This design comes from an exercise in tuning for small area on the open sky130 flow, not from production work.
The RTL was checked by simulation tests, not by an equivalence proof against the original design.
No activity file was given, so power comes from the tool's default toggle rates.

## flow/run.sh

```bash
#!/bin/bash
# synth_recipe.tcl (not shown) runs the flow's synth.tcl, then flattens the netlist and writes it again
# the make line also repeats each setting of config.mk as NAME=value (left out here)
make -C /OpenROAD-flow-scripts/flow DESIGN_CONFIG=/design/flow/config.mk WORK_HOME=/design/flow/orfs CLKGATE_MAP_FILE= SYNTH_SCRIPT=/design/flow/synth_recipe.tcl finish
```

## flow/config.mk

```make
export PLATFORM = sky130hd
export DESIGN_NAME = simplified_snn
export DESIGN_NICKNAME = simplified_snn
export VERILOG_FILES = /design/flow/design.v
export SDC_FILE = /design/flow/constraint.sdc
export NUM_CORES = 8
export LEC_CHECK = 0
export ABC_AREA = 1
export CAP_MARGIN = 20
export CORE_MARGIN = 2
export CORE_UTILIZATION = 65
export CTS_BUF_LIST = sky130_fd_sc_hd__clkbuf_16
export CTS_CLUSTER_DIAMETER = 70
export CTS_CLUSTER_SIZE = 24
export SLEW_MARGIN = 20
```

## flow/constraint.sdc

```tcl
create_clock -name core_clock -period 15.0 [get_ports {clk}]
set_input_delay 3.0000 -clock core_clock [delete_from_list [all_inputs] [get_ports {clk}]]
set_output_delay 3.0000 -clock core_clock [all_outputs]
set_load 0.01 [all_outputs]
```

## flow/design.v

```verilog
module rca #(parameter N = 16) (
  input  wire [N-1:0] a,
  input  wire [N-1:0] b,
  input  wire         ci,
  output wire [N-1:0] s
);
  wire [N:0] c;
  assign c[0] = ci;
  genvar i;
  generate for (i = 0; i < N; i = i + 1) begin : bit_
    assign s[i]   = a[i] ^ b[i] ^ c[i];
    assign c[i+1] = (a[i] & b[i]) | (c[i] & (a[i] ^ b[i]));
  end endgenerate
endmodule
module inc #(parameter N = 4) (
  input  wire [N-1:0] a,
  input  wire         ci,
  output wire [N-1:0] s
);
  wire [N:0] c;
  assign c[0] = ci;
  genvar i;
  generate for (i = 0; i < N; i = i + 1) begin : bit_
    assign s[i]   = a[i] ^ c[i];
    assign c[i+1] = a[i] & c[i];
  end endgenerate
endmodule
module simplified_snn (
  input  wire        clk,
  input  wire        rst,
  input  wire        en,
  input  wire [11:0] Sensor_input_fl,
  input  wire [11:0] Sensor_input_ml,
  input  wire [11:0] Sensor_input_mr,
  input  wire [11:0] Sensor_input_fr,
  output wire [1:0]  Output_spike
);
  genvar g, k, c;
  function ge41(input [11:0] s);
    ge41 = (|s[11:6]) | (s[5] & (s[4] | (s[3] & (s[2] | s[1] | s[0]))));
  endfunction
  reg [3:0] s1, pin;
  always @(posedge clk) begin
    s1  <= {ge41(Sensor_input_fr), ge41(Sensor_input_mr), ge41(Sensor_input_ml), ge41(Sensor_input_fl)};
    pin <= s1;
  end
  reg weights_en, lflag;
  always @(posedge clk)
    if (rst) begin
      weights_en <= 1'b0;
      lflag <= 1'b0;
    end else if (en) weights_en <= 1'b1;
    else if (weights_en) lflag <= 1'b1;
  wire load = weights_en & ~en;
  wire [3:0] hid;
  wire [1:0] outs = Output_spike;
  wire [7:0] pre_all = {hid, pin};
  reg [3:0] tr [0:7];
  reg [7:0] sflag;
  generate for (k = 0; k < 8; k = k + 1) begin : prn
    wire [3:0] t = tr[k];
    always @(posedge clk)
      if (rst) begin
        tr[k] <= 0;
        sflag[k] <= 1'b0;
      end else if (en && pre_all[k]) begin
        tr[k] <= {t[3] ^ (t[2] & t[1] & t[0]), t[2] ^ (t[1] & t[0]), t[1] ^ t[0], ~t[0]};
        sflag[k] <= lflag;
      end
  end endgenerate
  wire [5:0] g_upden = {outs, hid};
  wire [5:0] g_upd, g_updw, g_init;
  wire [4:0] g_it [0:5];
  wire [16:0] g_tang [0:5];
  generate for (g = 0; g < 6; g = g + 1) begin : grp
    localparam IDLE = 2'd0, FORWARD = 2'd1, COMPUTE = 2'd2, UPDATE = 2'd3;
    reg [1:0] state;
    reg compute_finish, delay1, delay2, ctemp, cinit, done;
    reg upd;             
    reg [4:0] iteration;
    reg repeat_3, repeat_12;
    wire [16:0] tang;
    wire crst = (state != COMPUTE);
    always @(posedge clk)
      if (rst) state <= IDLE;
      else if (en)
        case (state)
          IDLE:    state <= FORWARD;
          FORWARD: if (g_upden[g]) state <= COMPUTE;
          COMPUTE: if (compute_finish) state <= UPDATE;
          UPDATE:  state <= FORWARD;
        endcase
    always @(posedge clk)
      if (rst) upd <= 1'b0;
      else if (en) upd <= (state == COMPUTE) & compute_finish;
    always @(posedge clk)
      if (rst) ctemp <= 1'b0;
      else ctemp <= crst;
    always @(posedge clk)
      if (rst) cinit <= 1'b0;
      else if (!crst) cinit <= ctemp;
    wire [4:0] it_inc = {iteration[4] ^ (&iteration[3:0]), iteration[3] ^ (&iteration[2:0]),
                         iteration[2] ^ (&iteration[1:0]), iteration[1] ^ iteration[0], ~iteration[0]};
    always @(posedge clk)
      if (cinit || crst) begin
        iteration <= 0;
        repeat_3  <= 0;
        repeat_12 <= 0;
      end else if (repeat_3 == 0 && iteration == 5'd3) begin
        repeat_3 <= 1;
      end else if (repeat_12 == 0 && iteration == 5'd12) begin
        repeat_12 <= 1;
      end else begin
        iteration <= it_inc;
        repeat_3  <= 0;
        repeat_12 <= 0;
      end
    always @(posedge clk)
      if (crst) done <= 0;
      else done <= (iteration == 5'd15);
    wire [3:0] sh14 = 4'd14 - iteration[3:0];
    wire [16:0] tpow = (iteration[4] || iteration[3:0] == 4'd15) ? 17'd0 : (17'd1 << sh14);
    assign tang = (iteration == 5'd0) ? 17'd17999 :
                  (iteration == 5'd1) ? 17'd8369 :
                  (iteration == 5'd2) ? 17'd4117 :
                  (iteration == 5'd3) ? 17'd2050 : tpow;
    always @(posedge clk)
      if (rst) begin
        delay1 <= 0;
        delay2 <= 0;
        compute_finish <= 0;
      end else if (en) begin
        delay1 <= done;
        delay2 <= delay1;
        compute_finish <= delay2;
      end
    assign g_upd[g]  = upd;
    assign g_updw[g] = upd & ~ctemp & ~cinit;
    assign g_init[g] = cinit;
    assign g_it[g]   = iteration;
    assign g_tang[g] = tang;
  end endgenerate
  localparam [24*16-1:0] W0S = {
     16'sd62,  16'sd66, -16'sd16, -16'sd45,
     16'sd18,  16'sd100, -16'sd31, -16'sd67,
    -16'sd53, -16'sd8,  16'sd76,  16'sd18,
    -16'sd6,  -16'sd22, -16'sd2,  16'sd69,
     16'sd2,   16'sd32,  16'sd25, -16'sd19,
     16'sd68, -16'sd31, -16'sd100, 16'sd38 };
  wire [15:0] sv [0:23];
  generate for (k = 0; k < 24; k = k + 1) begin : syn
    localparam [15:0] W0 = W0S[k*16 +: 16];
    localparam integer PRE  = (k < 16) ? k / 4 : 4 + (k - 16) / 2;
    localparam integer GRP  = (k < 16) ? k % 4 : 4 + (k - 16) % 2;
    wire pre = pre_all[PRE];
    wire upd = g_upd[GRP];
    wire [4:0] it = g_it[GRP];
    wire [16:0] tang = g_tang[GRP];
    wire cinit = g_init[GRP];
    reg [15:3] wh;       
    reg [15:3] sh;       
    reg [3:0] trace;
    wire [15:0] w = {wh, lflag ? W0[2:0] : 3'd0};
    assign sv[k] = {sh, sflag[PRE] ? W0[2:0] : 3'd0};
    wire [16:0] w17 = {w[15], w};
    wire [13:4] a_h;    
    wire [13:8] b_h;    
    wire [13:1] c_h;    
    wire [16:3] s_h;    
    rca #(10) m0 (.a(w17[13:4]), .b(w17[9:0]), .ci(1'b0), .s(a_h));
    wire [13:0] a = {a_h, w17[3:0]};
    rca #(6)  m1 (.a(a[13:8]), .b(w17[5:0]), .ci(1'b0), .s(b_h));
    wire [13:0] b = {b_h, a[7:0]};
    rca #(13) m2 (.a(b[13:1]), .b(b[12:0]), .ci(1'b0), .s(c_h));
    wire [13:0] cc = {c_h, b[0]};
    rca #(14) m3 (.a(w17[16:3]), .b(cc), .ci(1'b0), .s(s_h));
    wire [16:0] S = {s_h, w17[2:0]};
    for (c = 0; c < 2; c = c + 1) begin : rot
      reg [17:0] xi, yi;
      reg [16:0] z;
      reg cb;
      wire [17:0] x = ~xi, y = ~yi;
      wire zneg;
      if (c == 0) begin : n_
        assign zneg = ~z[16] & (|z[15:0]);
      end else begin : p_
        wire [15:0] v = z[15:0];
        wire ge = v[15] | (v[14] & v[13] & (v[12] | v[11] | (v[10] & v[9] & (v[8] | v[7] |
                  (v[6] & v[5] & (v[4] | v[3] | (v[2] & v[1] & v[0])))))));
        assign zneg = z[16] ^ cb ^ ge;
      end
      wire d = zneg & ~upd;
      wire [17:0] x0 = {x[17], x[17:1]};
      wire [17:0] x1 = it[0] ? {x[17], x0[17:1]} : x0;
      wire [17:0] x2 = it[1] ? {{2{x[17]}}, x1[17:2]} : x1;
      wire [17:0] x3 = it[2] ? {{4{x[17]}}, x2[17:4]} : x2;
      wire [17:0] x4 = it[3] ? {{8{x[17]}}, x3[17:8]} : x3;
      wire [17:0] xs = it[4] ? {18{x[17]}} : x4;
      wire [17:0] y0 = {y[17], y[17:1]};
      wire [17:0] y1 = it[0] ? {y[17], y0[17:1]} : y0;
      wire [17:0] y2 = it[1] ? {{2{y[17]}}, y1[17:2]} : y1;
      wire [17:0] y3 = it[2] ? {{4{y[17]}}, y2[17:4]} : y2;
      wire [17:0] y4 = it[3] ? {{8{y[17]}}, y3[17:8]} : y3;
      wire [17:0] ys = it[4] ? {18{y[17]}} : y4;
      wire [17:0] xn, yn;
      wire [16:0] zn;
      rca #(18) ax (.a(x), .b(upd ? y : ys ^ {18{d}}), .ci(d), .s(xn));
      rca #(18) ay (.a(y), .b(xs ^ {18{d}}), .ci(d), .s(yn));
      wire zsub = (c == 0) ? zneg : ~zneg;
      rca #(17) az (.a(z), .b(tang ^ {17{zsub}}), .ci(zsub), .s(zn));
      always @(posedge clk)
        if (cinit) begin
          xi <= ~18'd39567;
          yi <= ~18'd0;
          z  <= S;
          cb <= ~w[15];
        end else begin
          xi <= ~xn;
          yi <= ~yn;
          z  <= zn;
        end
    end
    reg [3:0] trd;
    always @(posedge clk)
      trd <= trace & {4{g_updw[GRP] & en & ~rst}};
    wire [15:0] diff;
    rca #(16) d0 (.a(rot[1].xi[15:0]), .b(~rot[0].xi[15:0]), .ci(1'b1), .s(diff));
    wire [18:0] dx = {{3{diff[15]}}, diff};
    wire [18:0] pp0 = dx & {19{trd[0]}};
    wire [18:0] pp1 = dx & {19{trd[1]}};
    wire [18:0] pp2 = dx & {19{trd[2]}};
    wire [18:0] pp3 = dx & {19{trd[3]}};
    wire [18:1] r1;
    wire [18:2] r2;
    wire [18:3] r3;
    rca #(18) p1 (.a(pp0[18:1]), .b(pp1[17:0]), .ci(1'b0), .s(r1));
    rca #(17) p2 (.a(r1[18:2]),  .b(pp2[16:0]), .ci(1'b0), .s(r2));
    rca #(16) p3 (.a(r2[18:3]),  .b(pp3[15:0]), .ci(1'b0), .s(r3));
    wire [12:0] q = r3[18:6];
    wire [12:3] q9;
    wire [12:5] q41;
    rca #(10) k0 (.a(q[12:3]), .b(q[9:0]), .ci(1'b0), .s(q9));
    wire [12:0] q9f = {q9, q[2:0]};
    rca #(8)  k1 (.a(q9f[12:5]), .b(q[7:0]), .ci(1'b0), .s(q41));
    wire [12:0] dq = {q41, q9f[4:0]};
    wire [15:3] wn;
    rca #(13) k2 (.a(wh), .b(dq), .ci(1'b0), .s(wn));
    always @(posedge clk)
      if (rst) wh <= 0;
      else if (en) wh <= wn;
      else if (load) wh <= W0[15:3];
    always @(posedge clk)
      if (rst) sh <= 0;
      else if (en && pre) sh <= wn;
    always @(posedge clk)
      if (rst) trace <= 0;
      else if (en && g_upden[GRP]) trace <= tr[PRE];
  end endgenerate
  wire [15:0] nv [0:23];
  generate for (g = 0; g < 6; g = g + 1) begin : neu
    wire [15:0] v0 = (g < 4) ? sv[g]      : sv[16 + (g - 4)];
    wire [15:0] v1 = (g < 4) ? sv[4 + g]  : sv[18 + (g - 4)];
    wire [15:0] v2 = (g < 4) ? sv[8 + g]  : sv[20 + (g - 4)];
    wire [15:0] v3 = (g < 4) ? sv[12 + g] : sv[22 + (g - 4)];
    reg [15:0] potential;
    reg out_spike;
    wire [15:0] s1 = v0 ^ v1 ^ v2;
    wire [15:0] c1m = (v0 & v1) | (v2 & (v0 ^ v1));
    wire [15:0] c1 = {c1m[14:0], 1'b0};
    wire [15:0] s2 = s1 ^ c1 ^ v3;
    wire [15:0] c2m = (s1 & c1) | (v3 & (s1 ^ c1));
    wire [15:0] c2 = {c2m[14:0], 1'b0};
    wire [15:0] s3 = s2 ^ c2 ^ potential;
    wire [15:0] c3m = (s2 & c2) | (potential & (s2 ^ c2));
    wire [15:0] c3 = {c3m[14:0], 1'b0};
    wire [15:0] pn;
    rca #(16) a3 (.a(s3), .b(c3), .ci(1'b0), .s(pn));
    wire [15:0] p = potential;
    wire fire = ~p[15] & ((|p[14:12]) | (p[11] & (p[10] | p[9] | (p[8] & (p[7] | (p[6] & p[5]))))));
    always @(posedge clk)
      if (en) begin
        potential <= fire ? 16'd0 : pn;
        out_spike <= fire;
      end else if (rst) begin
        potential <= 0;
        out_spike <= 0;
      end
    if (g < 4) begin : h_
      assign hid[g] = out_spike;
    end else begin : o_
      assign Output_spike[g - 4] = out_spike;
    end
  end endgenerate
endmodule
```

==> results of run 1 <==
-- sequential cells by signal (all words and copies together) (netlist names), 8 cells and up --
name and count:
grp.iteration 30, grp.state 12, neu.potential 96, sflag 8, syn.rot.cb 24, syn.rot.xi 864, syn.rot.yi 864, syn.rot.z 816
syn.sh 312, syn.trace 96, syn.trd 96, syn.wh 312, tr 32
-- placed cells by master, fill, tap and decap left out, drive strengths merged, types with 395 or more instances in the layout --
cell type / n
a21oi: 1320
buf: 395
dfxtp: 3506
fa: 5238
inv: 6290
nand2: 9378
nand3: 1569
nor2: 1834
o21ai: 4740
or2: 1506
xnor2: 745
xor2: 1794
-- cells in the mapped netlist (260+ instances only) --
library cell / instances
a21oi_1: 1318
buf_1: 346
buf_2: 492
clkbuf_1: 1566
dfxtp_1: 3506
fa_1: 5238
ha_1: 390
inv_1: 6040
mux2i_1: 325
nand2_1: 9350
nand3_1: 1565
nor2_1: 1796
o21ai_0: 4625
o22ai_1: 260
or2_2: 1497
xnor2_1: 745
xor2_1: 1792
-- power by group through the flow --
stage          Sequential (mW)  Clock [mW]  Combinational, mW
2_1_floorplan             18.6           0               52.3
3_3_place_gp              20.0           0               65.0
3_5_place_dp              20.1           0               67.9
4_1_cts                   19.9        10.4               68.8
5_1_grt                   20.7        10.8               79.7
6_report                  20.0        10.3               68.6
-- worst max-delay path: cells and delay by family (launching register included) --
family	cells	cell delay (ps)
AND/OR/NAND/NOR	2	170
buffers and inverters	7	470
flip-flops	1	380
adder cells (fa/ha/maj)	24	10500
AO/OA/AOI/OAI	1	130
XOR/XNOR	4	820
-- kinds of logic (layout without fill, tap and decap cells) --
kind of cell | Yosys count | in the layout | synth area share
AO/OA/AOI/OAI | 7415 | 7415 | 0.119
XOR/XNOR | 2540 | 2540 | 0.0646
adder cells (fa/ha/maj) | 5628 | 5628 | 0.318
buffers and inverters | 8564 | 7266 | 0.0951
flip-flops | 3632 | 3632 | 0.214
multiplexers | 325 | 325 | 0.00943
other | 0 | 16 | 0
AND/OR/NAND/NOR | 14642 | 14642 | 0.179
-- final cells by class --
class / instances / area, um2 / share of cell area
inverters: 6152 / 23200 / 0.0643
multi-input cells: 30550 / 238000 / 0.659
clock inverters: 308 / 4130 / 0.0114
repair buffers: 445 / 3840 / 0.0106
diodes: 16 / 40.0 / 0.000111
well taps: 6994 / 8750 / 0.0242
clock buffers: 361 / 9030 / 0.0250
flip-flops and latches: 3632 / 74100 / 0.205
-- through the flow --
| stage | instance area (um2) | total power [mW] | hold WS [ps] |
|---|---|---|---|
| 2_1_floorplan | 345000 | 70.9 | 310 |
| 3_3_place_gp | 348000 | 85.1 | 313 |
| 3_5_place_dp | 348000 | 88.0 | 312 |
| 4_1_cts | 361000 | 99.2 | 328 |
| 5_1_grt | 361000 | 111 | 337 |
| 6_report | 362000 | 98.9 | 329 |
-- routing by layer --
layer,up-vias,share of wire,GRT usage
li1,129702,-,-
met1,138226,0.41,0.520
met2,12369,0.46,0.598
met3,2312,0.085,0.0607
met4,6,0.046,0.147
met5,-,0.000046,0
-- path summary, 6_finish.rpt --
path | to
worst max register to register | syn[5].wh[15]
worst max-delay path | syn[5].wh[15]
worst min register to register | pin[3]
worst min-delay path | pin[3]
==> results.tsv, run 1 <==
stage	metric	value	unit
run_status	status	complete, no violations	
die	row_count	267	
critical_path	path_common_cell	fa_1	
drt	totalWireLength	1010000	um
placed_design	pre_cts_ws	2440	ps
clock_tree	hold_buffers	0	
yosys	yosysTopAreaCell	fa_1	
timing	finalHoldViolCount	0	
timing	relSlewSlack	0.190	
global_routing	grt_max_degree	235	
layout	layoutNonFillerInstCount	48458	
layout	synthToLayoutAreaGrowth	4.80	%
timing	period_needed	12540	ps
critical_path	cp.required	15970	ps
yosys	synth-seq-cells	3632	
clock_tree	post_cts_buffers	0	
yosys	yosysSeqAreaShare	0.214	
critical_path	r2r_slack	2460	ps
placed_design	portBuffers	52	
timing	fin_worst_skew	56.4	ps
power	combPwrFrac	0.694	
drt	drt_iter0_markers	29730	
yosys	synth_edf_count	126	
clock_tree	cts.path.max_buffers	4	
layout	fillerInstances	44575	
timing	final.setup.tns	0	ps
power	p_switching	48.5	mW
hold_path	min_from	s1[3]	
clock_tree	cts_max_level	5	
die	die_w	732	um
layout	fin_util	0.684	
power	p_sw_frac	0.491	
critical_path	cp-end-kind	flip-flop	
global_routing	grt_pass1_vias	283927	
critical_path	cp_max_fo	4	
power	ir_worst_vdd	0.254	mV
timing	setup_viol	0	
drt	wl_per_cell	20.7	um
hold_path	hold_path.class	flip-flop to flip-flop	
critical_path	r2r_cells	38	
global_routing	antenna_found_initial	20	
timing	fin_crit_sh	0.836	
critical_path	critPathMaxStageDelay	580	ps
yosys	ys_top_cells_by_area	fa_1, dfxtp_1, nand2_1	
layout	drive_above_1_share	0.0688	
critical_path	arrival	13510	ps
critical_path	cp-startpoint	syn[5].rot[0].xi[0]	
power	clkPwrFrac	0.104	
placed_design	gp_congestion	0.953	
timing	slew_violations	0	
yosys	netlist_instances	42746	
die	ios	53	
critical_path	r2r-start	syn[5].rot[0].xi[0]	
die	core	529000	um2
hold_path	whs_path_depth	0	
yosys	ys.flop_type	dfxtp_1	
die	initial_utilization	0.652	
drt	num_vias	282615	
timing	rsz0062_at_grt	false	
yosys	syn_avg_cell_area	8.07	um2
placed_design	dp.cells	47773	
critical_path	cp-start-kind	flip-flop	
timing	worst_pin_slew	1220	ps
power	p_per_area	274	nW/um2
clock_tree	root_buffer	clkbuf_16	
clock_tree	numCtsBuffers	356	
die	dieArea	537000	um2
placed_design	hpwlAfterDp	751000	um
clock_tree	ctsResizeCount	0	
global_routing	grt.total_usage	0.376	
die	die_h	732	um
drt	drc	0	
yosys	ys_types	76	
clock_tree	cts_tree	yes	
job	maxCapViolCount	0	
layout	final_nets	46816	
critical_path	crit_type	flip-flop to flip-flop	
clock_tree	insertion_delay	1060	ps
global_routing	grt_pass1_wl	1610000	um
power	pwr-share-seq	0.202	
yosys	async_flop_share	0	
drt	avgViaCountPerCell	5.83	
critical_path	crit_path_top_delay_cell	fa_1	
yosys	syn_area	345000	um2
clock_tree	cts.clk_slew.worst_paths	90	ps
timing	max_freq	79.8	MHz
drt	drt-pass1-iter-count	9	
power	p_int	50.4	mW
clock_tree	clock-sinks	3632	
yosys	synth_top_area_frac	0.304	
timing	fin_ws	2460	ps
yosys	ys_warn_count	2	
drt	drtAntennaViolNets	0	
global_routing	grt-ovfl-total	0	
power	p_leak	167	nW
==> run 2: changes to the inputs <==
==> flow/flow/run.sh (new file) <==
#!/bin/bash
# Own layout flow: the standard layout (standard.sh, with its standard
# synthesis unchanged) with two changes:
#  - the buffers Yosys/ABC put in the netlist are removed at floorplan instead
#    of repairing timing on the unplaced netlist (REMOVE_ABC_BUFFERS); the
#    placement-stage repair buffers the netlist (with the larger slew and
#    capacitance margins of config.mk) and the CTS-stage repair fixes timing;
#  - clock tree synthesis without dummy loads.
# Each tool's output goes to the ORFS logs under orfs/logs; make's own output
# goes to flow_make.log in the work folder.
set -euo pipefail
WORK=$(pwd)
export REMOVE_ABC_BUFFERS=1
export CTS_ARGS="-sink_clustering_enable -repair_clock_nets -dont_use_dummy_load -sink_clustering_size 16 -sink_clustering_max_diameter 50 -buf_list {sky130_fd_sc_hd__clkbuf_8}"
bash standard.sh finish > "$WORK/flow_make.log" 2>&1
==> flow/standard.sh (new file) <==
#!/bin/bash
# synth_recipe.tcl (not shown) runs the flow's synth.tcl, then flattens the netlist and writes it again
# the make line also repeats each setting of config.mk as NAME=value (left out here)
make -C /OpenROAD-flow-scripts/flow DESIGN_CONFIG=/design/flow/config.mk WORK_HOME=/design/flow/orfs CLKGATE_MAP_FILE= SYNTH_SCRIPT=/design/flow/synth_recipe.tcl "${@:-finish}"
--- a/flow/config.mk
+++ b/flow/config.mk
@@ -8,8 +8,8 @@
 export ABC_AREA = 1
-export CAP_MARGIN = 20
+export CAP_MARGIN = 50
 export CORE_MARGIN = 2
 export CORE_UTILIZATION = 65
-export CTS_BUF_LIST = sky130_fd_sc_hd__clkbuf_16
-export CTS_CLUSTER_DIAMETER = 70
-export CTS_CLUSTER_SIZE = 24
-export SLEW_MARGIN = 20
+export CTS_BUF_LIST = sky130_fd_sc_hd__clkbuf_8
+export CTS_CLUSTER_DIAMETER = 50
+export CTS_CLUSTER_SIZE = 16
+export SLEW_MARGIN = 50
removed: flow/run.sh
==> results.tsv, run 2 <==
stage	metric	value	unit	change
run_status	status	complete, no violations		
critical_path	cp-start-kind	flip-flop		
yosys	syn_area	345000	um2	unchanged
job	maxCapViolCount	0		unchanged
yosys	netlist_instances	42746		unchanged
drt	avgViaCountPerCell	5.83		about the same
die	die_h	732	um	unchanged
layout	multi_input_area	239000	um2	+0.11%
layout	top_regs	syn.rot.xi (864), syn.rot.yi (864), syn.rot.z (816)		
timing	finalHoldViolCount	0		unchanged
timing	fin_ws	2510	ps	+47.3 ps
timing	relSlewSlack	0.434		+0.245
die	dieArea	537000	um2	unchanged
drt	wl_per_cell	20.7	um	-0.25%
yosys	synth_edf_count	126		unchanged
global_routing	grt-ovfl-total	0		unchanged
yosys	yosysTopAreaCell	fa_1		
drt	drc	0		unchanged
drt	totalWireLength	1000000	um	-0.40%
layout	postLayoutCellArea	357000	um2	-1.2%
placed_design	hpwlAfterDp	753000	um	+0.21%
global_routing	grt_pass1_vias	284200		+0.096%
drt	drt_iter0_markers	27690		-6.9%
clock_tree	cts_tree	yes		
clock_tree	post_cts_buffers	0		unchanged
timing	slew_violations	0		unchanged
critical_path	cp.required	16190	ps	+220 ps
clock_tree	numCtsBuffers	541		+52%
global_routing	grt_use_met3	0.0622		+0.00152
yosys	synth_top_area_frac	0.304		unchanged
placed_design	gp_congestion	0.951		-0.24%
yosys	yosysSeqAreaShare	0.214		unchanged
die	core	529000	um2	unchanged
timing	worst_hold_slack	326	ps	-2.82 ps
layout	fillerInstances	45294		+1.6%
timing	setup_viol	0		unchanged
die	ios	53		unchanged
layout	drive_above_1_share	0.0695		+0.000704
timing	max_freq	80.1	MHz	+0.38%
critical_path	cp_max_fo	4		unchanged
placed_design	portBuffers	52		unchanged
critical_path	crit_path_top_delay_cell	fa_1		
placed_design	placed_cell_area	349000	um2	+0.27%
global_routing	grt_pass1_wl	1600000	um	-0.24%
yosys	synth-seq-cells	3632		unchanged
timing	rsz0062_at_grt	false		
global_routing	grt.total_usage	0.375		-0.00112
critical_path	cpLargestDelayFamily	adder cells		
drt	drt-pass1-iter-count	14		+5
critical_path	crit_type	flip-flop to flip-flop		
power	p_per_area	268	nW/um2	-2.0%
timing	final.setup.tns	0	ps	unchanged
layout	final_nets	47069		+0.54%
yosys	ys_types	76		unchanged
critical_path	crit_buf_inv	10		+3
critical_path	critPathMaxStageDelay	580	ps	about the same
clock_tree	cts_max_level	6		+1
layout	final-seq-area	74100	um2	about the same
power	p_leak	165	nW	-1.1%
yosys	ys_warn_count	2		unchanged
timing	period_needed	12490	ps	-47.3 ps
timing	worst_pin_slew	848	ps	-367 ps
global_routing	grt_max_degree	174		-26%
die	row_count	267		unchanged
yosys	async_flop_share	0		unchanged
drt	num_vias	281933		-0.24%
hold_path	hold_path.class	flip-flop to flip-flop		
yosys	synth_common_cells	nand2_1, inv_1, fa_1		
yosys	ys.flop_type	dfxtp_1		
clock_tree	cts.clk_slew.worst_paths	70	ps	-20 ps
clock_tree	cts.path.max_buffers	4		unchanged
yosys	ys_top_cells_by_area	fa_1, dfxtp_1, nand2_1		
timing	fin_worst_skew	133	ps	+76.2 ps
drt	drtAntennaViolNets	0		unchanged
clock_tree	hold_buffers	0		unchanged
layout	fin_util	0.676		-0.00789
clock_tree	root_buffer	clkbuf_8		
clock_tree	insertion_delay	1360	ps	+300 ps
global_routing	grtUsageMet1	0.518		-0.00203
layout	layout_commonest_cell	nand2_1		
placed_design	pre_cts_ws	2480	ps	+36.1 ps
yosys	syn_avg_cell_area	8.07	um2	unchanged
die	initial_utilization	0.652		unchanged
global_routing	antenna_found_initial	18		-10%
layout	mostFrequentLayoutCells	nand2_1, inv_1, fa_1		
global_routing	grt-busiest-layer	met2		
layout	synthToLayoutAreaGrowth	3.59	%	
clock_tree	ctsResizeCount	0		unchanged
die	die_w	732	um	unchanged
timing	fin_crit_sh	0.833		-0.00315
critical_path	arrival	13680	ps	+170 ps
critical_path	cp-end-kind	flip-flop		
global_routing	gr-usage-met2	0.592		-0.00541
clock_tree	clock-sinks	3632		unchanged
yosys	synth.most_common_cell	nand2_1		
power	ir_worst_vdd	0.244	mV	-4.0%
critical_path	path_common_cell	fa_1		
==> run 2: cell counts after synthesis <==
Identical to the previous run, type by type.
==> run 2: through the flow <==
step                instances  power (mW)
floorplan               40334        70.9
global placement        47786        85.1
detailed placement      47818        88.2
CTS                     48359        96.0
global route            48383         108
finish                  48389        95.8
==> run 2: kinds of logic (layout without fill, tap and decap cells) <==
family                   after synthesis  count (layout)  share of synthesized area
AO/OA/AOI/OAI                       7415            7415                      0.119
XOR/XNOR                            2540            2540                     0.0646
adder cells (fa/ha/maj)             5628            5628                      0.318
buffers and inverters               8564            7206                     0.0951
flip-flops                          3632            3632                      0.214
multiplexers                         325             325                    0.00943
other                                  0               7                          0
AND/OR/NAND/NOR                    14642           14642                      0.179
==> run 2: per-layer routing <==
metal  vias up  routed length (um)
met5         -                 113
met4        18               47300
met3      2333               88300
met2     12250              456000
met1    137604              410000
li1     129728                   -
==> run 2: layout make-up <==
| cell class | instances | area share |
|---|---|---|
| Timing Repair Buffer | 513 | 0.0143 |
| Clock buffer | 541 | 0.0208 |
| Multi-Input combinational cell | 30550 | 0.668 |
| Tap cell | 6994 | 0.0245 |
| Antenna cell | 7 | 0.0000490 |
| Inverter | 6152 | 0.0651 |
| Sequential cell | 3632 | 0.207 |
==> run 2: final timing paths <==
kind                  startpoint             to  slack, ps  cells after the start
min                        s1[0]         pin[0]        330                      0
max reg2reg  syn[9].rot[1].xi[0]  syn[9].sh[15]       2510                     41
max          syn[9].rot[1].xi[0]  syn[9].sh[15]       2510                     41
min reg2reg                s1[0]         pin[0]        330                      0
==> run 2: worst register-to-register path: cells and delay by family, from the launching register on <==
kind / cells / cell delay (ps)
adder cells (fa/ha/maj): 24 / 10490
buffers and inverters: 10 / 630
flip-flops: 1 / 330
AO/OA/AOI/OAI: 1 / 100
XOR/XNOR: 3 / 570
AND/OR/NAND/NOR: 3 / 240
==> run 2: report_power, final <==
| part | switching (mW) | internal (mW) |
|---|---|---|
| Clock | 3.92 | 3.17 |
| Combinational | 38.8 | 30.0 |
| Sequential | 4.53 | 15.4 |

-- afterwards: timing with drivers on the ports --
The results above use ideal ports. As a check the final layouts listed here were re-extracted and re-timed, cells and wires unchanged. Step 1: set_driving_cell puts a clkbuf_16 on clk and a buf_2 on each other input, an assumption about the parent block. Step 2 times the ports against the registers' clock, not the clock port: input delays grow and output delays shrink by t, the midpoint of the rising clock arrivals with the driver on. a / b / c = ideal ports / drivers / drivers and shift; a / b = the first two.
run	shift t [ns]	setup WS [ns]	slew at the worst register clock pin (ns)
run 1	1.163	2.461 / 2.461 / 2.461	0.10 / 0.10
run 2	1.427	2.508 / 2.508 / 2.508	0.10 / 0.10
After both steps setup and hold are still met in every run listed.
